Background: an optimization exercise with open tools, aiming at small area. Do not read the settings as production practice. Only simulation tests tie the RTL to the original design; equivalence was not proved. In run 6 the design's own scripts or RTL, not TritonCTS, make the clock network. The clock input has no modelled driver; a real chip could not lean on it and would need a root buffer or a full tree. No activity file was given, so power comes from the tool's default toggle rates.

==> flow/design.v <==
module sev_seg(
    input clk,
    input rst,
    input [2:0] min,
    input [2:0] sec_t,
    input [3:0] sec_u,
    output wire [3:0] IO_SSEG_SEL,
    output reg [6:0] IO_SSEG
);
    reg [1:0] current_LED;
    reg [2:0] counter;        
    reg [3:0] sel;
    reg [3:0] shown;
    reg [3:0] old_0;
    reg [2:0] old_1, old_2;
    reg seen;
    wire step = counter[2] & ~counter[1];   
    wire [1:0] next_LED = current_LED + step;
    always @(posedge clk) begin
      if (rst) begin
        counter <= 0;
        current_LED <= 0;
        sel <= 0;
        shown <= 4'd8;
        seen <= 0;
      end else begin
        counter <= {counter[1:0], ~counter[2]};
        current_LED <= next_LED;
        case (next_LED)
            2'd0: sel <= sec_u;
            2'd1: sel <= {1'b0, sec_t};
            2'd2: sel <= {1'b0, min};
            2'd3: sel <= 4'd0;
        endcase
        if (step) begin
            if (current_LED == 2'd3) seen <= 1'b1;
            case (current_LED)
                2'd3: shown <= old_0;
                2'd0: shown <= seen ? {1'b0, old_1} : 4'd8;
                2'd1: shown <= seen ? {1'b0, old_2} : 4'd8;
                2'd2: shown <= seen ? 4'd0 : 4'd8;
            endcase
        end else begin
            shown <= sel;
        end
      end
    end
    always @(posedge clk) begin
        if (step) begin
            case (current_LED)
                2'd0: old_0 <= sel;
                2'd1: old_1 <= sel[2:0];
                2'd2: old_2 <= sel[2:0];
                default: ;
            endcase
        end
    end
    assign IO_SSEG_SEL = (current_LED == 2'b00) ? 4'b1110 :
                         (current_LED == 2'b01) ? 4'b1101 :
                         (current_LED == 2'b10) ? 4'b1011 :
                         4'b0111;
    wire A = shown[3], B = shown[2], C = shown[1], D = shown[0];
    always @(*) begin
        IO_SSEG[0] = ~(A | C | (B & D) | (~B & ~D));
        IO_SSEG[1] = ~(~B | (~C & ~D) | (C & D));
        IO_SSEG[2] = ~(B | ~C | D);
        IO_SSEG[3] = ~((~B & ~D) | (C & ~D) | (B & ~C & D) | (~B & C));
        IO_SSEG[4] = ~((~B & ~D) | (C & ~D));
        IO_SSEG[5] = ~(A | (~C & ~D) | (B & ~C) | (B & ~D));
        IO_SSEG[6] = ~(A | (B & ~C) | (~B & C) | (C & ~D));
    end
endmodule
module timer(
    input clk,
    input rst,
    input IO_BTN_C, IO_BTN_L, IO_BTN_R,
    input [2:0] IO_SWITCH,
    output wire [6:0] IO_SSEG,
    output wire [3:0] IO_SSEG_SEL,
    output wire [15:0] IO_LED
);
    reg [9:0] counter;        
    reg [7:0] blink_counter;  
    reg [2:0] min;            
    reg [2:0] sec_t;          
    reg [3:0] sec_u;          
    reg [1:0] timer_state;    
    reg led;
    assign IO_LED = {16{led}};
    sev_seg U00(
        .clk(clk),
        .rst(rst),
        .min(min),
        .sec_t(sec_t),
        .sec_u(sec_u),
        .IO_SSEG_SEL(IO_SSEG_SEL),
        .IO_SSEG(IO_SSEG)
    );
    wire st_clear = (timer_state == 2'b00);
    wire st_run   = (timer_state == 2'b01);
    wire st_pause = (timer_state == 2'b10);
    wire st_done  = (timer_state == 2'b11);
    wire tick  = counter[9] & counter[8] & counter[7] & counter[6] & counter[5] & counter[3];
    wire blink = blink_counter[7] & blink_counter[6] & blink_counter[5] & blink_counter[4] &
                 blink_counter[3] & blink_counter[1];
    wire u_zero = ~(sec_u[3] | sec_u[2] | sec_u[1] | sec_u[0]);
    wire t_zero = ~(sec_t[2] | sec_t[1] | sec_t[0]);
    wire m_zero = ~(min[2] | min[1] | min[0]);
    wire counting = st_run & ~IO_BTN_R & ~IO_BTN_L;   
    wire second   = counting & tick;                  
    wire finished = second & u_zero & t_zero & m_zero;
    wire dec_u    = second & ~(u_zero & t_zero & m_zero);
    wire dec_t    = dec_u & u_zero;
    wire dec_m    = dec_t & t_zero;
    wire blinking = st_done & ~IO_BTN_L;              
    wire [3:0] u_dn = {u_zero | (sec_u[3] & sec_u[0]),
                       (sec_u[2] & (sec_u[1] | sec_u[0])) | (sec_u[3] & ~sec_u[0]),
                       sec_u[1] ? sec_u[0] : (~sec_u[0] & (sec_u[2] | sec_u[3])),
                       ~sec_u[0]};
    wire [2:0] t_dn = {t_zero | (sec_t[2] & sec_t[0]),
                       (sec_t[1] & sec_t[0]) | (sec_t[2] & ~sec_t[0]),
                       ~sec_t[0]};
    wire [2:0] m_dn = {min[2] & min[0],
                       (min[1] & min[0]) | (min[2] & ~min[0]),
                       ~min[0]};
    wire [2:0] preset = {~IO_SWITCH[0] & ~IO_SWITCH[1] & IO_SWITCH[2],
                         ~IO_SWITCH[0] & IO_SWITCH[1],
                         IO_SWITCH[0] | IO_SWITCH[1] | IO_SWITCH[2]};
    wire [9:0] c_tgl;
    wire [7:0] b_tgl;
    assign c_tgl[0] = counting;
    assign b_tgl[0] = blinking;
    genvar i;
    generate
        for (i = 1; i < 10; i = i + 1) begin : cg
            assign c_tgl[i] = c_tgl[i-1] & counter[i-1];
        end
        for (i = 1; i < 8; i = i + 1) begin : bg
            assign b_tgl[i] = b_tgl[i-1] & blink_counter[i-1];
        end
    endgenerate
    reg [1:0] next_state;
    always @(*) begin
        case (timer_state)
            2'b00: next_state = (~IO_BTN_L & IO_BTN_C) ? 2'b01 : 2'b00;
            2'b01: next_state = IO_BTN_R ? 2'b10 : IO_BTN_L ? 2'b00 : finished ? 2'b11 : 2'b01;
            2'b10: next_state = IO_BTN_C ? 2'b01 : IO_BTN_L ? 2'b00 : 2'b10;
            default: next_state = IO_BTN_L ? 2'b00 : 2'b11;
        endcase
    end
    always @(posedge clk) begin
        if (rst) begin
            timer_state <= 2'b00;
            counter <= 0;
            blink_counter <= 0;
            min <= 0; sec_t <= 0; sec_u <= 0;
        end else begin
            timer_state <= next_state;
            counter <= (counting & tick) ? 10'd0 : counter ^ c_tgl;
            blink_counter <= (blinking & blink) ? 8'd0 : blink_counter ^ b_tgl;
            if (st_clear) begin
                min <= preset; sec_t <= 0; sec_u <= 0;
            end else begin
                if (dec_u) sec_u <= u_dn;
                if (dec_t) sec_t <= t_dn;
                if (dec_m) min <= m_dn;
            end
        end
    end
    always @(posedge clk)
        led <= ~rst & blinking & (led ^ blink);
endmodule
==> flow/run.sh <==
#!/bin/bash
# synth_recipe.tcl (not shown) runs the flow's synth.tcl, then flattens the netlist and writes it again
# the make line also repeats each setting of config.mk as NAME=value (left out here)
make -C /OpenROAD-flow-scripts/flow DESIGN_CONFIG=/design/flow/config.mk WORK_HOME=/design/flow/orfs CLKGATE_MAP_FILE= SYNTH_SCRIPT=/design/flow/synth_recipe.tcl finish
==> flow/config.mk <==
export PLATFORM = sky130hd
export DESIGN_NAME = timer
export DESIGN_NICKNAME = timer
export VERILOG_FILES = /design/flow/design.v
export SDC_FILE = /design/flow/constraint.sdc
export NUM_CORES = 4
export LEC_CHECK = 0
export CAP_MARGIN = 20
export CORE_MARGIN = 2
export CORE_UTILIZATION = 40
export PLACE_DENSITY = 0.6
export SLEW_MARGIN = 20
==> flow/constraint.sdc <==
create_clock -name core_clock -period 10.0 [get_ports {clk}]
set_input_delay 2.0000 -clock core_clock [delete_from_list [all_inputs] [get_ports {clk}]]
set_output_delay 2.0000 -clock core_clock [all_outputs]
set_load 0.01 [all_outputs]
==> reports/metrics.cfg, run 1 <==
[logic_synthesis]
ys_async_sr_fraction_pct = 0
yosysTopAreaCellShare_pct = 35.7
ys_seq_area_share_pct = 47.5
ys_ff_latch = 55
synth_edf_count = 10
synth_area_per_cell_um2 = 10.1
syn_inst = 250
synth_flop_cell = dfxtp_1
yosysTopAreaCell = dfxtp_1
synth_cell_types = 47
netlist_area_mm2 = 0.00253
syn_nets = 275
synth_area_leaders = dfxtp_1, edfxtp_1, ha_1
yosysWarnings = 2

[timing]
period_share_pct = 44.4
slew_violations = 0
tightest_slew_ns = 0.991
clock_skew_ns = 0.00660
fin_crit_ns = 4.44
rsz0062_at_grt = no
fmax_mhz = 225
whs_ns = 0.419
tns_ns = 0
finalSetupViolations = 0
slew_headroom_pct = 33.7
hold_violations = 0

[cts]
post_cts_buffers = 0
cts.clk_slew.worst_paths_ns = 0.09
tritoncts = yes
cts_max_path_buffers = 2
clockRootBuffer = clkbuf_8
h-tree-depth = 2
cts_buffers = 5
cts-resized-gates = 0
insertion_delay_ns = 0.30
cts_hold_buffers = 0
clock-sinks = 55

[floorplanning]
start_util_pct = 41.9
io_pins = 35
die_w_um = 83.5
die_h_um = 83.5
core_mm2 = 0.00603
row_count = 28
dieArea_mm2 = 0.00697

[pwr]
power.density_mw_per_mm2 = 128
vdd_drop_max_v = 0.0000607
leakagePower_nw = 1.16

[layout]
multi_input_area_mm2 = 0.00115
nFillCells = 556
num_antenna_cells = 0
drive_gt1_share_pct = 4.85
mostFrequentLayoutCell = dfxtp_1
instances_no_fill = 343
syn_to_final_growth_pct = 14.4
final_util_pct = 48.0
layout_common_cells = dfxtp_1, clkdlybuf4s50_1, nor2_1
nets = 292
regArea_mm2 = 0.00120

[drt]
post-route-drc-count = 0
vias = 1759
post_drt_wl_per_cell_um = 12.6
drtPass1Iterations = 4
drt_iter0_markers = 39
drtAntennaViolNets = 0
vias_per_cell = 5.13
drt-total-wl_um = 4310

[setup_path]
r2r_cells = 13
required_ns = 10.15
end_kind = flip-flop
worst_setup_path_start_kind = input pin
critical_path.max_fanout = 5
arrival_ns = 4.59
critical_path_class = in -> reg

[grt]
grt_start_max_net_pins = 28
overflow = 0
grt_pass1_vias = 1717
antenna_found_initial = 0
grt_pass1_wl_um = 7610
grt_usage_pct = 13.2

[run_status]
status = complete, no violations

[min_path]
min_delay_path_depth = 1
hold_path.class = reg -> reg

[place]
portBuffers = 34
placed_cells = 335
gp_congestion = 0.761
post-dp-hpwl_um = 3140

[flow_run]
cap_violations = 0

sequential cells by signal (all words and copies together) (netlist names), 2 cells and up, named ones only:
signal and flops:
min 2, U00.shown 4, U00.old_2 3, timer_state 2
U00.current_LED 2, blink_counter 8, U00.old_0 4, U00.old_1 3
U00.counter 3, U00.sel 4, sec_u 3, counter 10
final cells by class:
type	count	area share [%]
repair buffers	34	11.8
inverters	6	0.779
well taps	75	3.25
multi-input cells	165	39.9
clock inverters	2	0.260
clock buffers	6	2.51
flip-flops and latches	55	41.6
per-stage QoR:
stage                     area, um2  total power, mW  worst slack (ns)
after floorplan                2530            0.251              5.91
after global placement         2810            0.261              5.29
after detailed placement       2810            0.261              5.27
after CTS                      2890            0.376              5.58
after global routing           2890            0.387              5.42
final                          2890            0.371              5.56
synthesized netlist by cell type, types with 5 or more instances:
master and number:
mux2i_1 9, nor2_1 24, and2_1 19, nand2b_1 7, nand2_1 6, nor3_1 7
clkbuf_1 7, a21oi_1 6, inv_1 5, or3_1 6, dfxtp_1 45, buf_4 16
edfxtp_1 10, o21ai_0 8, ha_1 17, nand3_1 8
final timing paths:
kind | startpoint | end | slack, ns
hold / removal | U00.counter[2] | U00.counter[0] | 0.42
setup reg to reg | timer_state[0] | counter[9] | 7.36
setup / recovery | IO_BTN_L | counter[9] | 5.56
hold reg to reg | U00.counter[2] | U00.counter[0] | 0.42
kinds of logic (layout without fill, tap and decap cells):
logic type	after synthesis	in the layout	synth area share, %
AO/OA/AOI/OAI	37	37	9.91
multiplexers	9	9	3.57
AND/OR/NAND/NOR	96	96	21.6
XOR/XNOR	6	6	2.08
buffers and inverters	30	48	6.84
flip-flops	55	55	47.5
adder cells (fa/ha/maj)	17	17	8.42
layer usage:
| layer | GRT usage, % | up-vias | wire, um |
|---|---|---|---|
| met2 | 21.6 | 38 | 1930 |
| met3 | 3.86 | 6 | 210 |
| met4 | 4.84 | 0 | 75 |
| met1 | 16.4 | 815 | 2090 |
| met5 | 0 | - | 0 |
| li1 | - | 900 | - |
power breakdown:
part           leakage, nW  internal (mW)  switching [mW]
Clock               0.0403         0.0480          0.0670
Combinational        0.662         0.0119          0.0123
Sequential           0.456          0.228         0.00363
Total                 1.16          0.288          0.0829
critical path, stage by stage:
cell and delay, ns:
clkdlybuf4s50_1 0.47, or4b_4 0.59, inv_1 0.08, ha_1 0.14, ha_1 0.15, ha_1 0.15
ha_1 0.15, ha_1 0.14, ha_1 0.14, ha_1 0.13, ha_1 0.13, ha_1 0.15
xnor2_1 0.12, nor3_1 0.06
==> inputs of run 2 (changes only) <==
==> flow/flow/run.sh (new file) <==
#!/bin/bash
# The standard layout, with these changes to how it is made:
#  - ports are buffered with the smallest buffer (buf_1) instead of the
#    resizer's default choice
#  - clock tree synthesis inserts no dummy loads
#  - after global routing, cells off the critical paths are downsized
# Each tool's output stays in orfs/logs; the make output goes to flow.log.
set -euo pipefail
export BUFFER_PORTS_ARGS="-buffer_cell sky130_fd_sc_hd__buf_1"
export CTS_ARGS="-sink_clustering_enable -repair_clock_nets -dont_use_dummy_load"
export RECOVER_POWER=100
bash standard.sh > flow.log 2>&1
==> flow/standard.sh (new file) <==
#!/bin/bash
# synth_recipe.tcl (not shown) runs the flow's synth.tcl, then flattens the netlist and writes it again
# the make line also repeats each setting of config.mk as NAME=value (left out here)
make -C /OpenROAD-flow-scripts/flow DESIGN_CONFIG=/design/flow/config.mk WORK_HOME=/design/flow/orfs CLKGATE_MAP_FILE= SYNTH_SCRIPT=/design/flow/synth_recipe.tcl "${@:-finish}"
removed: flow/run.sh
==> run 2 against run 1 <==
Still clean. Hold slack gained 0.013 ns. Sequential share of layout area rose by 3.6 points. Register-to-register slack got worse by 0.04 ns. Combinational power fell by 16%. Largest cell class unchanged.
==> reports/metrics.cfg, run 2 <==
[cts]
clock-sinks = 55  ; unchanged
clockRootBuffer = clkbuf_8  ; unchanged
cts_hold_buffers = 0  ; unchanged
tritoncts = yes  ; unchanged
cts_buffers = 5  ; unchanged
post_cts_buffers = 0  ; unchanged
cts-resized-gates = 0  ; unchanged
h-tree-depth = 2  ; unchanged
cts.clk_slew.worst_paths_ns = 0.09  ; about the same
cts_max_path_buffers = 2  ; unchanged
insertion_delay_ns = 0.30  ; about the same

[layout]
nets = 293  ; was 292
mostFrequentLayoutCell = dfxtp_1  ; unchanged
layout_common_cells = dfxtp_1, buf_1, nor2_1  ; was dfxtp_1, clkdlybuf4s50_1, nor2_1
num_antenna_cells = 0  ; unchanged
drive_gt1_share_pct = 3.76  ; was 4.85%
largest_reg_flops = 10  ; unchanged
nFillCells = 593  ; was 556
top_register = counter  ; unchanged
reg_top3 = counter: 10 flops, blink_counter: 8 flops  ; unchanged
syn_to_final_growth_pct = 5.20  ; was 14.4%

[timing]
finalSetupViolations = 0  ; unchanged
rsz0062_at_grt = no  ; unchanged
tightest_slew_ns = 1.17  ; was 0.991 ns
slew_headroom_pct = 21.9  ; was 33.7%
whs_ns = 0.433  ; was 0.419 ns
hold_violations = 0  ; unchanged
period_share_pct = 41.0  ; was 44.4%
clock_skew_ns = 0.0191  ; was 0.00660 ns
tns_ns = 0  ; unchanged
fmax_mhz = 244  ; was 225 MHz
slew_violations = 0  ; unchanged
fin_crit_ns = 4.10  ; was 4.44 ns

[drt]
drt_iter0_markers = 62  ; was 39
post-route-drc-count = 0  ; unchanged
drtPass1Iterations = 4  ; unchanged
drt-total-wl_um = 4190  ; was 4310 um
vias = 1744  ; was 1,759
post_drt_wl_per_cell_um = 12.3  ; was 12.6 um
drtAntennaViolNets = 0  ; unchanged
vias_per_cell = 5.11  ; was 5.13

[place]
portBuffers = 34  ; unchanged
gp_congestion = 0.745  ; was 0.761
post-dp-hpwl_um = 3040  ; was 3140 um

[floorplanning]
start_util_pct = 41.9  ; unchanged
die_h_um = 83.5  ; unchanged
die_w_um = 83.5  ; unchanged
io_pins = 35  ; unchanged
core_mm2 = 0.00603  ; unchanged
dieArea_mm2 = 0.00697  ; unchanged
row_count = 28  ; unchanged

[setup_path]
rr_startpoint = timer_state[0]  ; unchanged
cp-endpoint = counter[9]  ; unchanged
end_kind = flip-flop  ; unchanged
cp_cell_sequence = buf_1 -> or4b_1 -> inv_1 -> ha_1 -> ha_1 -> ha_1 -> ha_1 -> ha_1 -> ha_1 -> ha_1 -> ha_1 -> ha_1 -> xnor2_1 -> nor3_1  ; was clkdlybuf4s50_1 -> or4b_4 -> inv_1 -> ha_1 -> ha_1 -> ha_1 -> ha_1 -> ha_1 -> ha_1 -> ha_1 -> ha_1 -> ha_1 -> xnor2_1 -> nor3_1
crit_start = IO_BTN_L  ; unchanged
cp.depth = 14  ; unchanged
r2r_cells = 13  ; unchanged
required_ns = 10.15  ; about the same
crit_family = adder cells  ; unchanged
path_buf_inv = 2  ; unchanged
critical_path_class = in -> reg  ; unchanged
arrival_ns = 4.25  ; was 4.59 ns
r2r_end = counter[9]  ; unchanged
critical_path.max_fanout = 5  ; unchanged
critPathSlowestCell = or4b_1  ; was or4b_4
reg2reg_setup_slack_ns = 7.32  ; was 7.36 ns
slowest_delay_ns = 0.60  ; was 0.59 ns
worst_setup_path_start_kind = input pin  ; unchanged
cpMostUsedCell = ha_1  ; unchanged

[logic_synthesis]
synth_cell_types = 47  ; unchanged
yosys-top-cells-count = dfxtp_1, nor2_1, and2_1  ; unchanged
synth_area_leaders = dfxtp_1, edfxtp_1, ha_1  ; unchanged
netlist_area_mm2 = 0.00253  ; unchanged
synth_edf_count = 10  ; unchanged
synth_area_per_cell_um2 = 10.1  ; unchanged
synth_flop_cell = dfxtp_1  ; unchanged
syn_inst = 250  ; unchanged
ys_ff_latch = 55  ; unchanged
yosysWarnings = 2  ; unchanged
yosysTopAreaCellShare_pct = 35.7  ; unchanged
synth_most_common_cell = dfxtp_1  ; unchanged
ys_seq_area_share_pct = 47.5  ; unchanged
ys_async_sr_fraction_pct = 0  ; unchanged
yosysTopAreaCell = dfxtp_1  ; unchanged
syn_nets = 275  ; unchanged

[pwr]
leakagePower_nw = 1.06  ; was 1.16 nW
power.density_mw_per_mm2 = 135  ; was 128 mW/mm2
vdd_drop_max_v = 0.0000490  ; was 0.0000607 V

[flow_run]
cap_violations = 0  ; unchanged

[min_path]
hp-start = U00.counter[2]  ; unchanged
hold_path.class = reg -> reg  ; unchanged

[grt]
grt_usage_pct = 13.3  ; was 13.2%
antenna_found_initial = 0  ; unchanged
grt_pass1_vias = 1650  ; was 1,717
grt_pass1_wl_um = 7610  ; unchanged
grt_start_max_net_pins = 28  ; unchanged
overflow = 0  ; unchanged

[run_status]
status = complete, no violations  ; unchanged

run 2: power breakdown:
part	switching [mW]	internal [mW]	total (mW)
sequential	0.00348	0.228	0.231
clock	0.0625	0.0453	0.108
combinational	0.0122	0.00818	0.0204
total	0.0781	0.281	0.359
run 2: cell type report:
| cell class | instances | area, um2 | area share, % |
|---|---|---|---|
| sequential | 55 | 1200 | 45.2 |
| tap | 75 | 93.8 | 3.53 |
| clock buffer | 5 | 68.8 | 2.59 |
| timing repair buffer | 35 | 131 | 4.94 |
| multi-input combinational | 165 | 1140 | 42.9 |
| inverter | 6 | 22.5 | 0.847 |
run 2: kinds of logic (layout without fill, tap and decap cells):
logic type      Yosys count  count (layout)  share of synthesized area [%]
flops                    55              55                           47.5
fa+ha+maj                17              17                           8.42
mux                       9               9                           3.57
simple gates             96              96                           21.6
xor+xnor                  6               6                           2.08
buf+inv                  30              46                           6.84
compound gates           37              37                           9.91
run 2: how the worst min path moves through the flow:
stage / end / slack [ns] / cells past startpoint
6_report: U00.counter[0] / 0.43 / 1
5_1_grt: U00.counter[0] / 0.47 / 1
4_1_cts: U00.counter[0] / 0.44 / 1
3_5_place_dp: U00.counter[1] / 0.42 / 1
3_3_place_gp: U00.counter[0] / 0.42 / 1
2_1_floorplan: U00.counter[0] / 0.39 / 1
run 2: worst reg2reg max path: stages (launching register included):
cell and delay (ns):
dfxtp_1 0.44, or4b_1 0.54, inv_1 0.09, ha_1 0.15
ha_1 0.15, ha_1 0.14, ha_1 0.14, ha_1 0.14
ha_1 0.14, ha_1 0.15, ha_1 0.14, ha_1 0.15
xnor2_1 0.11, nor3_1 0.05
run 2: layer usage:
layer	wire length, um	vias to the layer above	track usage (%)
li1	-	902	-
met1	2000	801	17.0
met2	1960	36	21.7
met3	163	5	3.36
met4	60	0	4.84
met5	0	-	0
run 2: through the flow:
stage	worst slack (ns)	instances	power [mW]	utilization, %	area [um2]
floorplan	5.91	250	0.251	-	2530
global placement	5.68	336	0.257	43.2	2610
detailed placement	5.64	336	0.257	43.2	2610
CTS	5.97	341	0.365	44.4	2670
global route	5.69	341	0.377	44.1	2660
finish	5.90	341	0.359	44.1	2660
==> inputs of run 3 (changes only) <==
==> flow/flow/run.sh (replaced) <==
#!/bin/bash
# The standard layout, with two changes to how it is made:
#  - ports are buffered with the smallest buffer (buf_1) instead of the
#    resizer's default choice
#  - clock tree synthesis inserts no dummy loads
# Each tool's output stays in orfs/logs; the make output goes to flow.log.
set -euo pipefail
export BUFFER_PORTS_ARGS="-buffer_cell sky130_fd_sc_hd__buf_1"
export CTS_ARGS="-sink_clustering_enable -repair_clock_nets -dont_use_dummy_load"
bash standard.sh > flow.log 2>&1
==> run 3 against run 2 <==
Still clean. Sequential share of layout area is 0.27 points lower. Synthesized cell count stayed put. Sequential power barely moved. Combinational power is essentially flat. Setup slack gained 0.068 ns. First-iteration DRC count rose by 4.8%. Clock power about the same. Global-route usage is the same. Largest power group unchanged.
==> reports/metrics.cfg, run 3 <==
[cts]
clockRootBuffer = clkbuf_8  ; unchanged
cts-resized-gates = 0  ; unchanged
cts_buffers = 5  ; unchanged
tritoncts = yes  ; unchanged
clock-sinks = 55  ; unchanged
insertion_delay_ns = 0.31  ; was 0.30 ns
h-tree-depth = 2  ; unchanged
cts_hold_buffers = 0  ; unchanged
cts_max_path_buffers = 2  ; unchanged
post_cts_buffers = 0  ; unchanged
cts.clk_slew.worst_paths_ns = 0.09  ; about the same

[layout]
top_register = counter  ; unchanged
instances_no_fill = 341  ; unchanged
mostFrequentLayoutCell = dfxtp_1  ; unchanged
final_area_mm2 = 0.00267  ; was 0.00266 mm2
largest_reg_flops = 10  ; unchanged
final_util_pct = 44.4  ; was 44.1%
drive_gt1_share_pct = 5.26  ; was 3.76%
reg_top3 = counter: 10 flops, blink_counter: 8 flops  ; unchanged
layout_common_cells = dfxtp_1, buf_1, nor2_1  ; unchanged
nets = 293  ; unchanged
syn_to_final_growth_pct = 5.84  ; was 5.20%
nFillCells = 590  ; was 593
num_antenna_cells = 0  ; unchanged

[setup_path]
end_kind = flip-flop  ; unchanged
slowest_delay_ns = 0.57  ; was 0.60 ns
critPathSlowestCell = or4b_4  ; was or4b_1
crit_family = adder cells  ; unchanged
cp_cell_sequence = buf_1 -> or4b_4 -> inv_1 -> ha_1 -> ha_1 -> ha_1 -> ha_1 -> ha_1 -> ha_1 -> ha_1 -> ha_1 -> ha_1 -> and2_1  ; was buf_1 -> or4b_1 -> inv_1 -> ha_1 -> ha_1 -> ha_1 -> ha_1 -> ha_1 -> ha_1 -> ha_1 -> ha_1 -> ha_1 -> xnor2_1 -> nor3_1
r2r_cells = 12  ; was 13
path_buf_inv = 2  ; unchanged
worst_setup_path_start_kind = input pin  ; unchanged
cp.depth = 13  ; was 14
critical_path_class = in -> reg  ; unchanged
arrival_ns = 4.24  ; was 4.25 ns
cpMostUsedCell = ha_1  ; unchanged
required_ns = 10.21  ; was 10.15 ns
critical_path.max_fanout = 5  ; unchanged

[timing]
slew_headroom_pct = 50.7  ; was 21.9%
tns_ns = 0  ; unchanged
slew_violations = 0  ; unchanged
fin_crit_ns = 4.03  ; was 4.10 ns
fin_ws_ns = 5.97  ; was 5.90 ns
tightest_slew_ns = 0.734  ; was 1.17 ns
rsz0062_at_grt = no  ; unchanged
period_share_pct = 40.3  ; was 41.0%
clock_skew_ns = 0.0190  ; was 0.0191 ns
finalSetupViolations = 0  ; unchanged
fmax_mhz = 248  ; was 244 MHz
hold_violations = 0  ; unchanged

[floorplanning]
die_w_um = 83.5  ; unchanged
io_pins = 35  ; unchanged
die_h_um = 83.5  ; unchanged
start_util_pct = 41.9  ; unchanged
core_mm2 = 0.00603  ; unchanged
row_count = 28  ; unchanged
dieArea_mm2 = 0.00697  ; unchanged

[pwr]
vdd_drop_max_v = 0.0000490  ; about the same
combPwrFrac_pct = 5.7  ; about the same
power.density_mw_per_mm2 = 135  ; about the same
clkPwrFrac_pct = 30.1  ; was 30.0%
leakagePower_nw = 1.08  ; was 1.06 nW
p_int_mw = 0.282  ; was 0.281 mW
p_sw_share_pct = 21.9  ; was 21.7%
switching_power_mw = 0.0788  ; was 0.0781 mW
seqPwrFrac_pct = 64.2  ; was 64.4%

[logic_synthesis]
ys_ff_latch = 55  ; unchanged
synth_most_common_cell = dfxtp_1  ; unchanged
ys_seq_area_share_pct = 47.5  ; unchanged
synth_edf_count = 10  ; unchanged
yosys-top-cells-count = dfxtp_1, nor2_1, and2_1  ; unchanged
synth_flop_cell = dfxtp_1  ; unchanged
synth_area_per_cell_um2 = 10.1  ; unchanged
netlist_area_mm2 = 0.00253  ; unchanged
ys_async_sr_fraction_pct = 0  ; unchanged
syn_nets = 275  ; unchanged
synth_area_leaders = dfxtp_1, edfxtp_1, ha_1  ; unchanged
yosysTopAreaCell = dfxtp_1  ; unchanged
syn_inst = 250  ; unchanged
yosysTopAreaCellShare_pct = 35.7  ; unchanged
synth_cell_types = 47  ; unchanged
yosysWarnings = 2  ; unchanged

[place]
post-dp-hpwl_um = 3040  ; unchanged
portBuffers = 34  ; unchanged
gp_congestion = 0.745  ; unchanged
postPlaceCellArea_mm2 = 0.00261  ; unchanged
placed_cells = 336  ; unchanged
place_ws_ns = 5.64  ; unchanged

[drt]
vias = 1744  ; unchanged
drtPass1Iterations = 4  ; unchanged
drt-total-wl_um = 4180  ; was 4190 um
post_drt_wl_per_cell_um = 12.2  ; was 12.3 um
drt_iter0_markers = 65  ; was 62
post-route-drc-count = 0  ; unchanged
vias_per_cell = 5.11  ; unchanged
drtAntennaViolNets = 0  ; unchanged

[flow_run]
cap_violations = 0  ; unchanged

[grt]
grt_pass1_wl_um = 7610  ; unchanged
antenna_found_initial = 0  ; unchanged
grt_usage_pct = 13.3  ; unchanged
grt_start_max_net_pins = 28  ; unchanged
overflow = 0  ; unchanged
grt_pass1_vias = 1650  ; unchanged

[min_path]
hold_path.class = reg -> reg  ; unchanged
min_delay_path_depth = 1  ; unchanged

[run_status]
status = complete, no violations  ; unchanged

[run 3: cell count changes in the layout (fill, tap and decap cells not counted), sizes merged]
cell and change:
clkbuf -1, buf +1
[run 3: cell type report]
class	count	area, um2	area share, %
inverters	6	22.5	0.842
well taps	75	93.8	3.51
multi-input cells	165	1150	43.1
flip-flops and latches	55	1200	44.9
repair buffers	35	135	5.05
clock buffers	5	68.8	2.57
[run 3: final timing paths]
path	startpoint	end	slack, ns
max	IO_BTN_L	counter[8]	5.97
min reg2reg	U00.counter[2]	U00.counter[0]	0.43
max reg2reg	timer_state[0]	counter[8]	7.38
min	U00.counter[2]	U00.counter[0]	0.43
[run 3: logic make-up (layout without fill, tap and decap cells)]
kind of cell | count (synthesis) | in the layout | synth area share (%)
and+or+nand+nor | 96 | 96 | 21.6
DFF | 55 | 55 | 47.5
AOI/OAI and AO/OA | 37 | 37 | 9.91
buffers and inverters | 30 | 46 | 6.84
adders and majority gates | 17 | 17 | 8.42
muxes | 9 | 9 | 3.57
xor gates and xnor gates | 6 | 6 | 2.08
[run 3: metrics by stage]
stage / power, mW / hold WS [ns]
floorplan: 0.251 / 0.394
global placement: 0.257 / 0.416
detailed placement: 0.257 / 0.425
CTS: 0.365 / 0.436
global route: 0.378 / 0.474
finish: 0.360 / 0.433
[run 3: metal layers]
layer	track usage [%]	share of wire [%]	up-vias
met4	4.84	1.5	0
met2	21.7	47	36
met3	3.36	3.8	5
li1	-	-	901
met1	17.0	48	802
met5	0	0	-
[run 3: power groups by stage]
stage | Combinational (mW) | Sequential [mW] | Clock [mW]
after floorplan | 0.0162 | 0.235 | 0
after global placement | 0.0205 | 0.236 | 0
after detailed placement | 0.0207 | 0.236 | 0
after CTS | 0.0208 | 0.231 | 0.113
after global routing | 0.0235 | 0.232 | 0.122
final | 0.0207 | 0.231 | 0.108
==> inputs of run 4 (changes only) <==
==> flow/flow/run.sh (replaced) <==
#!/bin/bash
# The standard layout, with these changes to how it is made:
#  - after the standard synthesis, its combinational logic is mapped again
#    for area (ABC: deepsyn, choices, area-recovering mapping); the
#    registers, their names and cell types stay as the synthesis made them
#  - ports are buffered with the smallest buffer (buf_1)
#  - clock tree synthesis inserts no dummy loads
#  - after global routing, cells off the critical paths are downsized
# Logs: synth.log, reopt.log (Yosys/ABC), flow.log (make); ORFS's own logs
# stay in orfs/logs.
set -euo pipefail
export BUFFER_PORTS_ARGS="-buffer_cell sky130_fd_sc_hd__buf_1"
export CTS_ARGS="-sink_clustering_enable -repair_clock_nets -dont_use_dummy_load"
export RECOVER_POWER=100

PLAT=$FLOW_HOME/platforms/$FLOW_PLATFORM
LIB=$PLAT/lib/sky130_fd_sc_hd__tt_025C_1v80.lib
RES=$PWD/orfs/results/$FLOW_PLATFORM/timer/base
YOSYS=yosys
[[ -x $FLOW_HOME/../tools/install/yosys/bin/yosys ]] && YOSYS=$FLOW_HOME/../tools/install/yosys/bin/yosys

# 1. standard synthesis only
bash standard.sh "$RES/1_2_yosys.v" > synth.log 2>&1
cp "$RES/1_2_yosys.v" standard_synth.v

# 2. map the combinational logic again; registers are kept as instances
python3 flow/mkcells.py "$LIB" > comb_cells.v
DONT_USE=$(make -s -C "$FLOW_HOME" DESIGN_CONFIG="$PWD/config.mk" WORK_HOME="$PWD/orfs" print-DONT_USE_CELLS 2>/dev/null | sed -n 's/^DONT_USE_CELLS: //p')
DU=""
for c in $DONT_USE; do DU="$DU -dont_use $c"; done
$YOSYS -l reopt.log -p "
read_verilog comb_cells.v
read_liberty -lib -ignore_redef $LIB
read_verilog standard_synth.v
hierarchy -top $FLOW_TOP
flatten
hierarchy -top $FLOW_TOP
techmap
opt -purge
abc -liberty $LIB $DU -script $PWD/flow/reopt.abc
opt_clean -purge
insbuf -buf sky130_fd_sc_hd__buf_1 A X
stat -liberty $LIB
write_verilog -noattr -nohex -nodec reopt.v
" > /dev/null
cp reopt.v "$RES/1_2_yosys.v"

# 3. the rest of the standard layout
bash standard.sh > flow.log 2>&1
==> flow/flow/mkcells.py (new file) <==
# Writes a Verilog model of every combinational cell of a liberty file (its
# output functions as assigns), so that Yosys can take mapped logic apart.
import re, sys
lib = open(sys.argv[1]).read()
for c in re.split(r'\n\s*cell\s*\(', lib)[1:]:
    name = c.split(')')[0].strip().strip('"')
    if re.search(r'\bff\s*\(|\blatch\s*\(|statetable', c):
        continue
    ins, outs = [], []
    for pin, body in re.findall(r'pin\s*\(\s*"?(\w+)"?\s*\)\s*\{(.*?)\n\s{8}\}', c, re.S):
        d = re.search(r'direction\s*:\s*"?(\w+)"?', body)
        if not d:
            continue
        if d.group(1) == 'input':
            ins.append(pin)
        elif d.group(1) == 'output':
            f = re.search(r'function\s*:\s*"([^"]*)"', body)
            if f:
                outs.append((pin, f.group(1)))
    if not outs:
        continue
    print(f"module {name}({', '.join(ins + [o for o, _ in outs])});")
    for i in ins:
        print(f"  input {i};")
    for o, f in outs:
        e = re.sub(r'\)\s+\(', ') & (', f.replace('!', '~'))
        print(f"  output {o};\n  assign {o} = {e};")
    print("endmodule")
==> flow/flow/reopt.abc (new file) <==
strash
&get -n
&st
&deepsyn -T 20
&dch
&nf -R 1000
&put
==> run 4 against run 3 <==
Clock power about the same. Design area is 11% lower. Critical path depth rose by 1. Sequential share of layout area is 5.6 points higher. Largest cell class unchanged. Setup slack worse by 0.54 ns. Wire length shrank 6.9%. Die area decreased by 14%. Register-to-register slack lost 0.71 ns. Synthesized area is 15% lower.
==> reports/metrics.cfg, run 4 <==
[place]
gp_congestion = 0.779  ; was 0.745
place_ws_ns = 5.13  ; was 5.64 ns
portBuffers = 34  ; unchanged
post-dp-hpwl_um = 2890  ; was 3040 um
postPlaceCellArea_mm2 = 0.00231  ; was 0.00261 mm2

[timing]
fmax_mhz = 219  ; was 248 MHz
finalSetupViolations = 0  ; unchanged
slew_violations = 0  ; unchanged
hold_violations = 0  ; unchanged
fin_ws_ns = 5.43  ; was 5.97 ns
tns_ns = 0  ; unchanged
period_share_pct = 45.7  ; was 40.3%
slew_headroom_pct = 48.9  ; was 50.7%
rsz0062_at_grt = no  ; unchanged
tightest_slew_ns = 0.766  ; was 0.734 ns
clock_skew_ns = 0.0143  ; was 0.0190 ns
fin_crit_ns = 4.57  ; was 4.03 ns

[floorplanning]
io_pins = 35  ; unchanged
die_w_um = 77.4  ; was 83.5 um
row_count = 26  ; was 28
core_mm2 = 0.00514  ; was 0.00603 mm2
die_h_um = 77.4  ; was 83.5 um
dieArea_mm2 = 0.00598  ; was 0.00697 mm2
start_util_pct = 41.9  ; about the same

[drt]
post-route-drc-count = 0  ; unchanged
drtPass1Iterations = 4  ; unchanged
drt-total-wl_um = 3890  ; was 4180 um
vias = 1667  ; was 1,744
post_drt_wl_per_cell_um = 11.7  ; was 12.2 um
vias_per_cell = 5.01  ; was 5.11
drtAntennaViolNets = 0  ; unchanged
drt_iter0_markers = 89  ; was 65

[cts]
cts_buffers = 5  ; unchanged
cts.clk_slew.worst_paths_ns = 0.09  ; about the same
clockRootBuffer = clkbuf_8  ; unchanged
clock-sinks = 55  ; unchanged
post_cts_buffers = 0  ; unchanged
cts_hold_buffers = 0  ; unchanged
cts_max_path_buffers = 2  ; unchanged
insertion_delay_ns = 0.30  ; was 0.31 ns
cts-resized-gates = 0  ; unchanged
h-tree-depth = 2  ; unchanged
tritoncts = yes  ; unchanged

[pwr]
vdd_drop_max_v = 0.0000520  ; was 0.0000490 V
finalPower_mw = 0.391  ; was 0.360 mW
leakagePower_nw = 0.813  ; was 1.08 nW
power.density_mw_per_mm2 = 165  ; was 135 mW/mm2

[grt]
grt_start_max_net_pins = 19  ; was 28
grt_usage_pct = 13.8  ; was 13.3%
grt_pass1_wl_um = 6530  ; was 7610 um
antenna_found_initial = 0  ; unchanged
overflow = 0  ; unchanged
grt_pass1_vias = 1522  ; was 1,650

[setup_path]
slowest_delay_ns = 0.49  ; was 0.57 ns
path_buf_inv = 1  ; was 2
cp_cell_sequence = buf_1 -> nand2b_1 -> nand3_1 -> nor4_1 -> nor2b_1 -> nand2b_1 -> or4_1 -> or3_1 -> nor2_1 -> nand2_1 -> a21oi_1 -> nor2_1 -> a21oi_1 -> nor2_1  ; was buf_1 -> or4b_4 -> inv_1 -> ha_1 -> ha_1 -> ha_1 -> ha_1 -> ha_1 -> ha_1 -> ha_1 -> ha_1 -> ha_1 -> and2_1
crit_family = simple AND/OR/NAND/NOR gates  ; was adder cells
reg2reg_setup_slack_ns = 6.67  ; was 7.38 ns
end_kind = flip-flop  ; unchanged
r2r_cells = 13  ; was 12
required_ns = 10.17  ; was 10.21 ns
critPathSlowestCell = nor4_1  ; was or4b_4
arrival_ns = 4.74  ; was 4.24 ns
cp.depth = 14  ; was 13
critical_path_class = in -> reg  ; unchanged
critical_path.max_fanout = 4  ; was 5
cpMostUsedCell = nor2_1  ; was ha_1
worst_setup_path_start_kind = input pin  ; unchanged

[layout]
syn_to_final_growth_pct = 10.4  ; was 5.84%
final_area_mm2 = 0.00238  ; was 0.00267 mm2
reg_top3 = counter: 10 flops, blink_counter: 8 flops  ; unchanged
nets = 273  ; was 293
final_util_pct = 46.2  ; was 44.4%
layout_common_cells = dfxtp_1, nor2_1, buf_1  ; was dfxtp_1, buf_1, nor2_1
num_antenna_cells = 0  ; unchanged
largest_reg_flops = 10  ; unchanged
mostFrequentLayoutCell = dfxtp_1  ; unchanged
top_register = counter  ; unchanged
drive_gt1_share_pct = 1.90  ; was 5.26%

[logic_synthesis]
syn_nets = 248  ; was 275
synth_area_per_cell_um2 = 8.97  ; was 10.1 um2
netlist_area_mm2 = 0.00215  ; was 0.00253 mm2
syn_inst = 240  ; was 250
yosysWarnings = 2  ; unchanged

[min_path]
hold_path.class = reg -> reg  ; unchanged
min_delay_path_depth = 2  ; was 1

[run_status]
status = complete, no violations  ; unchanged

[flow_run]
cap_violations = 0  ; unchanged

## run 4: worst reg2reg max path, stage by stage, from the launching register on
cell and delay, ns:
dfxtp_1 0.45, nand2b_1 0.16, nand3_1 0.12, nor4_1 0.49, nor2b_1 0.28, nand2b_1 0.13, or4_1 0.47, or3_1 0.39
nor2_1 0.15, nand2_1 0.12, a21oi_1 0.21, nor2_1 0.06, a21oi_1 0.13, nor2_1 0.05
## run 4: metal layers
layer	vias to the layer above	share of wire [%]	track usage [%]
met1	756	50	17.4
li1	870	-	-
met5	-	0	0
met4	0	0.69	5.54
met3	2	4.9	4.19
met2	39	44	22.1
## run 4: final timing paths
check	start	endpoint
hold reg to reg	U00.old_1[1]	U00.shown[1]
setup reg to reg	timer_state[1]	flip-flop
hold / removal	U00.old_1[1]	U00.shown[1]
setup / recovery	IO_BTN_R	flip-flop
## run 4: cell type report
| cell class | instances | area (um2) |
|---|---|---|
| well taps | 70 | 87.6 |
| repair buffers | 34 | 128 |
| clock buffers | 5 | 68.8 |
| flip-flops and latches | 55 | 1200 |
| multi-input cells | 158 | 850 |
| fillers | 529 | 2760 |
| inverters | 11 | 41.3 |
## run 4: report_power, final
group / internal, mW / switching (mW)
logic: 0.0137 / 0.0272
clock network: 0.0454 / 0.0636
registers: 0.234 / 0.00755
## run 4: metrics by stage
stage,std cells,hold slack [ns]
final,333,0.439
after global routing,333,0.464
after CTS,333,0.442
after detailed placement,328,0.419
after global placement,328,0.418
after floorplan,240,0.400
==> inputs of run 5 (changes only) <==
--- a/flow/design.v
+++ b/flow/design.v
@@ -13,7 +13,6 @@
     reg [3:0] shown;
     reg [3:0] old_0;
     reg [2:0] old_1, old_2;
-    reg seen;
     wire step = counter[2] & ~counter[1];   
     wire [1:0] next_LED = current_LED + step;
     always @(posedge clk) begin
@@ -22,7 +21,6 @@
         current_LED <= 0;
         sel <= 0;
         shown <= 4'd8;
-        seen <= 0;
       end else begin
         counter <= {counter[1:0], ~counter[2]};
         current_LED <= next_LED;
@@ -33,12 +31,11 @@
             2'd3: sel <= 4'd0;
         endcase
         if (step) begin
-            if (current_LED == 2'd3) seen <= 1'b1;
             case (current_LED)
                 2'd3: shown <= old_0;
-                2'd0: shown <= seen ? {1'b0, old_1} : 4'd8;
-                2'd1: shown <= seen ? {1'b0, old_2} : 4'd8;
-                2'd2: shown <= seen ? 4'd0 : 4'd8;
+                2'd0: shown <= (old_1 == 3'd7) ? 4'd8 : {1'b0, old_1};
+                2'd1: shown <= (old_2 == 3'd7) ? 4'd8 : {1'b0, old_2};
+                2'd2: shown <= (old_2 == 3'd7) ? 4'd8 : 4'd0;
             endcase
         end else begin
             shown <= sel;
@@ -46,7 +43,9 @@
       end
     end
     always @(posedge clk) begin
-        if (step) begin
+        if (rst) begin
+            old_1 <= 3'd7; old_2 <= 3'd7;
+        end else if (step) begin
             case (current_LED)
                 2'd0: old_0 <= sel;
                 2'd1: old_1 <= sel[2:0];
@@ -100,9 +99,8 @@
     wire st_run   = (timer_state == 2'b01);
     wire st_pause = (timer_state == 2'b10);
     wire st_done  = (timer_state == 2'b11);
-    wire tick  = counter[9] & counter[8] & counter[7] & counter[6] & counter[5] & counter[3];
-    wire blink = blink_counter[7] & blink_counter[6] & blink_counter[5] & blink_counter[4] &
-                 blink_counter[3] & blink_counter[1];
+    wire tick  = (counter == 10'd356);
+    wire blink = (blink_counter == 8'd216);
     wire u_zero = ~(sec_u[3] | sec_u[2] | sec_u[1] | sec_u[0]);
     wire t_zero = ~(sec_t[2] | sec_t[1] | sec_t[0]);
     wire m_zero = ~(min[2] | min[1] | min[0]);
@@ -126,19 +124,6 @@
     wire [2:0] preset = {~IO_SWITCH[0] & ~IO_SWITCH[1] & IO_SWITCH[2],
                          ~IO_SWITCH[0] & IO_SWITCH[1],
                          IO_SWITCH[0] | IO_SWITCH[1] | IO_SWITCH[2]};
-    wire [9:0] c_tgl;
-    wire [7:0] b_tgl;
-    assign c_tgl[0] = counting;
-    assign b_tgl[0] = blinking;
-    genvar i;
-    generate
-        for (i = 1; i < 10; i = i + 1) begin : cg
-            assign c_tgl[i] = c_tgl[i-1] & counter[i-1];
-        end
-        for (i = 1; i < 8; i = i + 1) begin : bg
-            assign b_tgl[i] = b_tgl[i-1] & blink_counter[i-1];
-        end
-    endgenerate
     reg [1:0] next_state;
     always @(*) begin
         case (timer_state)
@@ -156,8 +141,11 @@
             min <= 0; sec_t <= 0; sec_u <= 0;
         end else begin
             timer_state <= next_state;
-            counter <= (counting & tick) ? 10'd0 : counter ^ c_tgl;
-            blink_counter <= (blinking & blink) ? 8'd0 : blink_counter ^ b_tgl;
+            if (counting)
+                counter <= tick ? 10'd0 : {counter[8:0], ~(counter[9] ^ counter[6])};
+            if (blinking)
+                blink_counter <= blink ? 8'd0 :
+                    {blink_counter[6:0], ~(blink_counter[7] ^ blink_counter[5] ^ blink_counter[4] ^ blink_counter[3])};
             if (st_clear) begin
                 min <= preset; sec_t <= 0; sec_u <= 0;
             end else begin
==> run 5 against run 4 <==
Utilization is 0.29 points lower. Cell count is 4.5% lower. Synthesized area is 1.6% lower. Still clean. Hold slack worse by 0.0019 ns. Clock skew is 0.014 ns higher. Clock power is 4% lower. First-iteration DRC count is 53% higher. Largest cell class unchanged. Via count is 1.1% lower. Wire length is 4.8% higher. Synthesized cell count is 6.7% lower.
==> reports/metrics.cfg, run 5 <==
[min_path]
hold_path.class = reg -> reg  ; unchanged
hp-start = U00.sel[3]  ; was U00.old_1[1]
min_delay_path_depth = 0  ; was 2
min_to = U00.old_0[3]  ; was U00.shown[1]

[grt]
antenna_found_initial = 0  ; unchanged
grt_pass1_vias = 1466  ; was 1,522
overflow = 0  ; unchanged
grt_pass1_wl_um = 6820  ; was 6530 um
grt_usage_pct = 14.3  ; was 13.8%
grt_start_max_net_pins = 19  ; unchanged

[layout]
top_register = counter  ; unchanged
multi_input_area_um2 = 903  ; was 850 um2
num_antenna_cells = 0  ; unchanged
layout_common_cells = dfxtp_1, buf_1, nand2_1  ; was dfxtp_1, nor2_1, buf_1
drive_gt1_share_pct = 2.02  ; was 1.90%
regArea_mm2 = 0.00112  ; was 0.00120 mm2
mostFrequentLayoutCell = dfxtp_1  ; unchanged
reg_top3 = counter: 10 flops, blink_counter: 8 flops  ; unchanged
largest_reg_flops = 10  ; unchanged
final_area_mm2 = 0.00235  ; was 0.00238 mm2
nets = 258  ; was 273
syn_to_final_growth_pct = 10.8  ; was 10.4%
instances_no_fill = 318  ; was 333
nFillCells = 503  ; was 529

[timing]
fin_crit_ns = 4.14  ; was 4.57 ns
hold_violations = 0  ; unchanged
clock_skew_ns = 0.0281  ; was 0.0143 ns
slew_violations = 0  ; unchanged
tns_ns = 0  ; unchanged
fmax_mhz = 241  ; was 219 MHz
slew_headroom_pct = 41.3  ; was 48.9%
period_share_pct = 41.4  ; was 45.7%
tightest_slew_ns = 0.870  ; was 0.766 ns
finalSetupViolations = 0  ; unchanged
rsz0062_at_grt = no  ; unchanged

[drt]
vias_per_cell = 5.18  ; was 5.01
vias = 1648  ; was 1,667
wl_met3_um = 232  ; was 192 um
post_drt_wl_per_cell_um = 12.8  ; was 11.7 um
post-route-drc-count = 0  ; unchanged
drtPass1Iterations = 5  ; was 4
drtAntennaViolNets = 0  ; unchanged
wl_met1_um = 1930  ; was 1940 um
wl_met2_um = 1850  ; was 1720 um
drt-total-wl_um = 4070  ; was 3890 um
drt_iter0_markers = 136  ; was 89
top_layer_used = met4  ; unchanged

[setup_path]
end_kind = flip-flop  ; unchanged
slowest_delay_ns = 0.49  ; about the same
reg2reg_setup_slack_ns = 7.06  ; was 6.67 ns
worst_setup_path_start_kind = input pin  ; unchanged
r2r_end = timer_state[1]
arrival_ns = 4.38  ; was 4.74 ns
cpMostUsedCell = or2_0  ; was nor2_1
cp_cell_sequence = buf_1 -> clkinv_1 -> mux2i_1 -> nand3b_1 -> or2_0 -> nor2_1 -> nand2_1 -> or2_0 -> nor4_1 -> nand2b_1 -> o21ai_0 -> and3_1  ; was buf_1 -> nand2b_1 -> nand3_1 -> nor4_1 -> nor2b_1 -> nand2b_1 -> or4_1 -> or3_1 -> nor2_1 -> nand2_1 -> a21oi_1 -> nor2_1 -> a21oi_1 -> nor2_1
r2r_cells = 11  ; was 13
rr_startpoint = counter[2]  ; was timer_state[1]
critical_path_class = in -> reg  ; unchanged
critical_path.max_fanout = 6  ; was 4
critPathSlowestCell = nor4_1  ; unchanged
required_ns = 10.23  ; was 10.17 ns

[logic_synthesis]
yosysWarnings = 2  ; unchanged
synth_area_per_cell_um2 = 9.46  ; was 8.97 um2
syn_inst = 224  ; was 240
netlist_area_mm2 = 0.00212  ; was 0.00215 mm2
syn_nets = 232  ; was 248

[floorplanning]
dieArea_mm2 = 0.00589  ; was 0.00598 mm2
start_util_pct = 41.5  ; was 41.9%
die_h_um = 76.8  ; was 77.4 um
io_pins = 35  ; unchanged
core_mm2 = 0.00511  ; was 0.00514 mm2
die_w_um = 76.8  ; was 77.4 um
row_count = 26  ; unchanged

[cts]
h-tree-depth = 2  ; unchanged
insertion_delay_ns = 0.31  ; was 0.30 ns
cts_hold_buffers = 0  ; unchanged
clock-sinks = 54  ; was 55
cts-resized-gates = 0  ; unchanged
clockRootBuffer = clkbuf_8  ; unchanged
tritoncts = yes  ; unchanged
cts_max_path_buffers = 2  ; unchanged
cts.clk_slew.worst_paths_ns = 0.08  ; was 0.09 ns
cts_buffers = 5  ; unchanged
post_cts_buffers = 0  ; unchanged

[place]
placed_cells = 313  ; was 328
gp_congestion = 0.827  ; was 0.779
portBuffers = 34  ; unchanged
postPlaceCellArea_mm2 = 0.00228  ; was 0.00231 mm2
post-dp-hpwl_um = 3020  ; was 2890 um

[pwr]
leakagePower_nw = 0.825  ; was 0.813 nW
vdd_drop_max_v = 0.0000654  ; was 0.0000520 V
power.density_mw_per_mm2 = 149  ; was 165 mW/mm2

[run_status]
status = complete, no violations  ; unchanged

[flow_run]
cap_violations = 0  ; unchanged

==> run 5: cell count changes in the layout (fill, tap and decap cells not counted), sizes merged, moves of 4 or more <==
cell / previous run / this run
dfxtp: 45 / 50
o22a: 0 / 6
and3: 5 / 1
nor3: 17 / 4
a22o: 1 / 17
o21a: 5 / 0
edfxtp: 10 / 4
o21ai: 4 / 11
nand2: 18 / 23
a22oi: 4 / 0
a21oi: 20 / 11
nor2: 37 / 18
==> run 5: critical path: cells and delay by family <==
| kind | cells | cell delay, ns |
|---|---|---|
| AND/OR/NAND/NOR | 8 | 1.77 |
| multiplexers | 1 | 0.24 |
| buffers and inverters | 2 | 0.21 |
| AO/OA/AOI/OAI | 1 | 0.17 |
==> run 5: area by class of cell <==
class,count,area share [%]
clock buffers,5,2.93
inverters,9,1.44
multi-input cells,145,38.5
flip-flops and latches,54,47.8
well taps,70,3.73
repair buffers,35,5.60
==> run 5: worst max-delay path by stage <==
stage | startpoint | endpoint | cells after the start
3_3_place_gp | IO_BTN_L | timer_state[1] | 12
6_report | IO_BTN_L | timer_state[1] | 12
2_1_floorplan | IO_BTN_L | timer_state[1] | 11
3_5_place_dp | IO_BTN_L | timer_state[1] | 12
4_1_cts | IO_BTN_L | timer_state[1] | 12
5_1_grt | IO_BTN_L | timer_state[1] | 12
==> run 5: routing by layer <==
metal  GRT usage [%]  vias to the layer above
met2            21.2                       40
met3            3.65                        6
met4            5.27                        0
met1            19.9                      743
met5               0                        -
li1                -                      859
==> run 5: report_power, final <==
group          total, mW  internal (mW)  leakage, nW  switching, mW
logic             0.0192        0.00696        0.341         0.0122
registers          0.225          0.221        0.449        0.00375
clock network      0.105         0.0452       0.0359         0.0599
==> run 5: metrics by stage <==
stage / power, mW / setup WS (ns) / hold slack (ns) / utilization (%)
after detailed placement: 0.249 / 5.61 / 0.429 / 44.7
after floorplan: 0.242 / 6.09 / 0.409 / -
final: 0.349 / 5.86 / 0.437 / 45.9
after global placement: 0.249 / 5.68 / 0.415 / 44.7
after CTS: 0.355 / 5.90 / 0.440 / 46.0
after global routing: 0.365 / 5.54 / 0.446 / 45.9
==> inputs of run 6 (changes only) <==
--- a/flow/flow/run.sh
+++ b/flow/flow/run.sh
@@ -4,7 +4,9 @@
 #    for area (ABC: deepsyn, choices, area-recovering mapping); the
 #    registers, their names and cell types stay as the synthesis made them
 #  - ports are buffered with the smallest buffer (buf_1)
-#  - clock tree synthesis inserts no dummy loads
+#  - clock tree synthesis inserts no dummy loads, and its tree is then
+#    replaced by two clkbuf_16, each driven by the clock port and driving
+#    the half of the flip-flops nearest to it (flow/clock_tree.tcl)
 #  - after global routing, cells off the critical paths are downsized
 # Logs: synth.log, reopt.log (Yosys/ABC), flow.log (make); ORFS's own logs
 # stay in orfs/logs.
@@ -12,6 +14,7 @@
 export BUFFER_PORTS_ARGS="-buffer_cell sky130_fd_sc_hd__buf_1"
 export CTS_ARGS="-sink_clustering_enable -repair_clock_nets -dont_use_dummy_load"
 export RECOVER_POWER=100
+export POST_CTS_TCL=$PWD/flow/clock_tree.tcl
 
 PLAT=$FLOW_HOME/platforms/$FLOW_PLATFORM
 LIB=$PLAT/lib/sky130_fd_sc_hd__tt_025C_1v80.lib
==> flow/flow/clock_tree.tcl (new file) <==
# Run as ORFS's POST_CTS_TCL hook (the clock buffer type and count are set
# at the end). Replace the clock tree that CTS built with NB buffers of type BUFCELL, all
# driven straight from the clock port, each driving one cluster of nearby
# flip-flops (k-means on the flip-flop positions, started from x-sorted
# groups), placed at its cluster's centre. Every flip-flop sees one buffer.
proc rebuild_clock_tree {bufcell nb} {
  set block [ord::get_db_block]
  set clk_net [$block findNet clk]
  set sinks {}
  set old {}
  foreach inst [$block getInsts] {
    if {[string match clkbuf_* [$inst getName]] || [string match clkload* [$inst getName]]} {
      lappend old $inst
      continue
    }
    foreach it [$inst getITerms] {
      if {[$it getNet] ne "NULL" && [[$it getNet] getSigType] eq "CLOCK" && [$it isInputSignal]} {
        lappend sinks $it
      }
    }
  }
  set oldnets {}
  foreach inst $old {
    foreach it [$inst getITerms] {
      set n [$it getNet]
      if {$n ne "NULL" && $n ne $clk_net && [lsearch $oldnets $n] < 0} { lappend oldnets $n }
      $it disconnect
    }
    odb::dbInst_destroy $inst
  }
  foreach n $oldnets {
    foreach it [$n getITerms] { $it disconnect }
    odb::dbNet_destroy $n
  }
  set pts {}
  foreach it $sinks {
    set b [[$it getInst] getBBox]
    lappend pts [list [expr {([$b xMin]+[$b xMax])/2.0}] [expr {([$b yMin]+[$b yMax])/2.0}] $it]
  }
  set pts [lsort -real -index 0 $pts]
  set n [llength $pts]
  set cs {}
  for {set g 0} {$g < $nb} {incr g} {
    set part [lrange $pts [expr {$g*$n/$nb}] [expr {($g+1)*$n/$nb - 1}]]
    set sx 0; set sy 0
    foreach p $part { set sx [expr {$sx + [lindex $p 0]}]; set sy [expr {$sy + [lindex $p 1]}] }
    lappend cs [list [expr {$sx/[llength $part]}] [expr {$sy/[llength $part]}]]
  }
  for {set iter 0} {$iter < 20} {incr iter} {
    set groups [lrepeat $nb {}]
    foreach p $pts {
      set best 0; set bd 1e30
      for {set g 0} {$g < $nb} {incr g} {
        set c [lindex $cs $g]
        set d [expr {abs([lindex $p 0]-[lindex $c 0]) + abs([lindex $p 1]-[lindex $c 1])}]
        if {$d < $bd} { set bd $d; set best $g }
      }
      lset groups $best [concat [lindex $groups $best] [list $p]]
    }
    set cs {}
    foreach part $groups {
      set sx 0; set sy 0
      foreach p $part { set sx [expr {$sx + [lindex $p 0]}]; set sy [expr {$sy + [lindex $p 1]}] }
      set k [expr {max(1, [llength $part])}]
      lappend cs [list [expr {$sx/$k}] [expr {$sy/$k}]]
    }
  }
  set master [[ord::get_db] findMaster $bufcell]
  for {set g 0} {$g < $nb} {incr g} {
    set part [lindex $groups $g]
    if {[llength $part] == 0} continue
    set buf [odb::dbInst_create $block $master clkbuf_root_$g]
    set net [odb::dbNet_create $block clknet_root_$g]
    $net setSigType CLOCK
    [$buf findITerm A] connect $clk_net
    [$buf findITerm X] connect $net
    foreach p $part { [lindex $p 2] connect $net }
    set c [lindex $cs $g]
    $buf setLocation [expr {int([lindex $c 0])}] [expr {int([lindex $c 1])}]
    $buf setPlacementStatus PLACED
  }
}

rebuild_clock_tree sky130_fd_sc_hd__clkbuf_16 2
detailed_placement
estimate_parasitics -placement
report_clock_skew
==> run 6 against run 5 <==
First-iteration DRC count down 27%. Critical path type unchanged. Register-to-register slack worse by 0.02 ns. Via count down 1.5%. Sequential power about the same. Clock power down 16%. Global-route usage down 0.38 points. Power down 4.8%. Synthesized cell count unchanged. Fmax down 3.2%. Wire length down 0.71%. Design area down 0.80%. Critical path depth unchanged.
==> reports/metrics.cfg, run 6 <==
[run_status]
status = complete, no violations  ; unchanged

[min_path]
hold_path.class = reg -> reg  ; unchanged

[layout]
num_antenna_cells = 0  ; unchanged
instances_no_fill = 315  ; was 318
final_area_mm2 = 0.00233  ; was 0.00235 mm2
nFillCells = 504  ; was 503
nets = 255  ; was 258
drive_gt1_share_pct = 0.816  ; was 2.02%
mostFrequentLayoutCell = dfxtp_1  ; unchanged
syn_to_final_growth_pct = 9.86  ; was 10.8%
multi_input_area_um2 = 903  ; unchanged
final_util_pct = 45.6  ; was 45.9%
largest_reg_flops = 10  ; unchanged
regArea_mm2 = 0.00112  ; unchanged
top_register = counter  ; unchanged
reg_top3 = counter: 10 flops, blink_counter: 8 flops  ; unchanged
layout_common_cells = dfxtp_1, buf_1, nand2_1  ; unchanged

[logic_synthesis]
syn_nets = 232  ; unchanged
syn_inst = 224  ; unchanged
netlist_area_mm2 = 0.00212  ; unchanged
synth_area_per_cell_um2 = 9.46  ; unchanged
yosysWarnings = 2  ; unchanged

[drt]
drt-total-wl_um = 4050  ; was 4070 um
vias_per_cell = 5.15  ; was 5.18
post-route-drc-count = 0  ; unchanged
drt_iter0_markers = 99  ; was 136
drtAntennaViolNets = 0  ; unchanged
vias = 1623  ; was 1,648
drtPass1Iterations = 5  ; unchanged
post_drt_wl_per_cell_um = 12.8  ; about the same

[setup_path]
critical_path.max_fanout = 6  ; unchanged
worst_setup_path_start_kind = input pin  ; unchanged
end_kind = flip-flop  ; unchanged
arrival_ns = 4.39  ; was 4.38 ns
required_ns = 10.11  ; was 10.23 ns
critical_path_class = in -> reg  ; unchanged

[grt]
overflow = 0  ; unchanged
grt_usage_pct = 13.9  ; was 14.3%
grt_pass1_wl_um = 6760  ; was 6820 um
antenna_found_initial = 0  ; unchanged
grt_pass1_vias = 1456  ; was 1,466
grt_start_max_net_pins = 29  ; was 19

[floorplanning]
row_count = 26  ; unchanged
io_pins = 35  ; unchanged
start_util_pct = 41.5  ; unchanged
die_w_um = 76.8  ; unchanged
core_mm2 = 0.00511  ; unchanged
dieArea_mm2 = 0.00589  ; unchanged
die_h_um = 76.8  ; unchanged

[place]
portBuffers = 34  ; unchanged
postPlaceCellArea_mm2 = 0.00228  ; unchanged
post-dp-hpwl_um = 3020  ; unchanged
gp_congestion = 0.827  ; unchanged
placed_cells = 313  ; unchanged

[flow_run]
cap_violations = 0  ; unchanged

[timing]
rsz0062_at_grt = no  ; unchanged
slew_violations = 0  ; unchanged
tns_ns = 0  ; unchanged
period_share_pct = 42.8  ; was 41.4%
fin_crit_ns = 4.28  ; was 4.14 ns
hold_violations = 0  ; unchanged
slew_headroom_pct = 40.8  ; was 41.3%
clock_skew_ns = 0.00363  ; was 0.0281 ns
fmax_mhz = 234  ; was 241 MHz
tightest_slew_ns = 0.876  ; was 0.870 ns
whs_ns = 0.440  ; was 0.437 ns
finalSetupViolations = 0  ; unchanged

[pwr]
leakagePower_nw = 0.814  ; was 0.825 nW
vdd_drop_max_v = 0.0000865  ; was 0.0000654 V
power.density_mw_per_mm2 = 143  ; was 149 mW/mm2

[cts]
cts.clk_slew.worst_paths_ns = 0.10  ; was 0.08 ns
clock-sinks = 54  ; unchanged
insertion_delay_ns = 0.16  ; was 0.31 ns

[run 6: final timing paths]
kind              slack, ns             end  cells after the start        from
setup / recovery       5.72  timer_state[1]                     12    IO_BTN_L
hold / removal         0.44    U00.old_0[3]                      0  U00.sel[3]
setup reg to reg       7.04  timer_state[1]                     11  counter[2]
hold reg to reg        0.44    U00.old_0[3]                      0  U00.sel[3]
[run 6: where the power goes]
part           internal (mW)  switching [mW]  total (mW)  leakage (nW)
registers              0.221         0.00376       0.225         0.449
clock network         0.0369          0.0514      0.0882        0.0246
logic                0.00696          0.0123      0.0193         0.341
[run 6: final cells by class]
type	count	share of cell area (%)
Buffer	2	2.15
Inverter	9	1.45
Multi-Input combinational cell	145	38.8
Sequential cell	54	48.2
Tap cell	70	3.76
Timing Repair Buffer	35	5.65
[run 6: critical path, cell delays in order]
cell      delay [ns]
buf_1           0.10
clkinv_1        0.11
mux2i_1         0.24
nand3b_1        0.12
or2_0           0.31
nor2_1          0.16
nand2_1         0.10
or2_0           0.29
nor4_1          0.50
nand2b_1        0.13
o21ai_0         0.17
and3_1          0.16
[run 6: per-stage QoR]
| stage | total power, mW | worst slack, ns |
|---|---|---|
| after floorplan | 0.242 | 6.09 |
| after global placement | 0.249 | 5.68 |
| after detailed placement | 0.249 | 5.61 |
| after global routing | 0.347 | 5.41 |
| final | 0.332 | 5.72 |
[run 6: layer usage]
metal	share of wire [%]	track usage (%)	routed length [um]	vias to the layer above
li1	-	-	-	853
met1	50	19.7	2010	741
met2	46	21.5	1860	27
met3	3.6	2.82	146	2
met4	0.69	3.82	28	0
met5	0	0	0	-

-- port drivers added, routing unchanged --
How much do the figures lean on ideal ports? The routed layouts below were timed once more, with nothing changed but the port constraints.
Step 1 assumes that a clkbuf_16 drives the clock port and a buf_2 every other input.
Step 2 times the ports against the registers' clock, not the clock port: input delays grow and output delays shrink by t, the midpoint of the rising clock arrivals with the driver on.
a / b / c = ideal / step 1 / step 2; a / b = the first two.
run	t, ns	setup slack, ns	slew at the worst register clock pin (ns)	worst slew at a driven data input, ns	cell pins on the clock port's net
run 1	0.327	5.560 / 5.566 / 5.239	0.09 / 0.09	0.03	1
run 2	0.321	5.901 / 5.907 / 5.587	0.09 / 0.09	0.03	1
run 3	0.324	5.969 / 5.976 / 5.652	0.09 / 0.09	0.03	1
run 4	0.323	5.430 / 5.435 / 5.113	0.09 / 0.09	0.03	1
run 5	0.319	5.857 / 5.860 / 5.541	0.10 / 0.10	0.03	1
run 6	0.205	5.719 / 5.742 / 5.537	0.10 / 0.10	0.03	2
After both steps setup and hold are still met in every run listed. The setup slack of run 1, which loses most, moves by +0.006 ns with the drivers and by -0.321 ns with both steps.
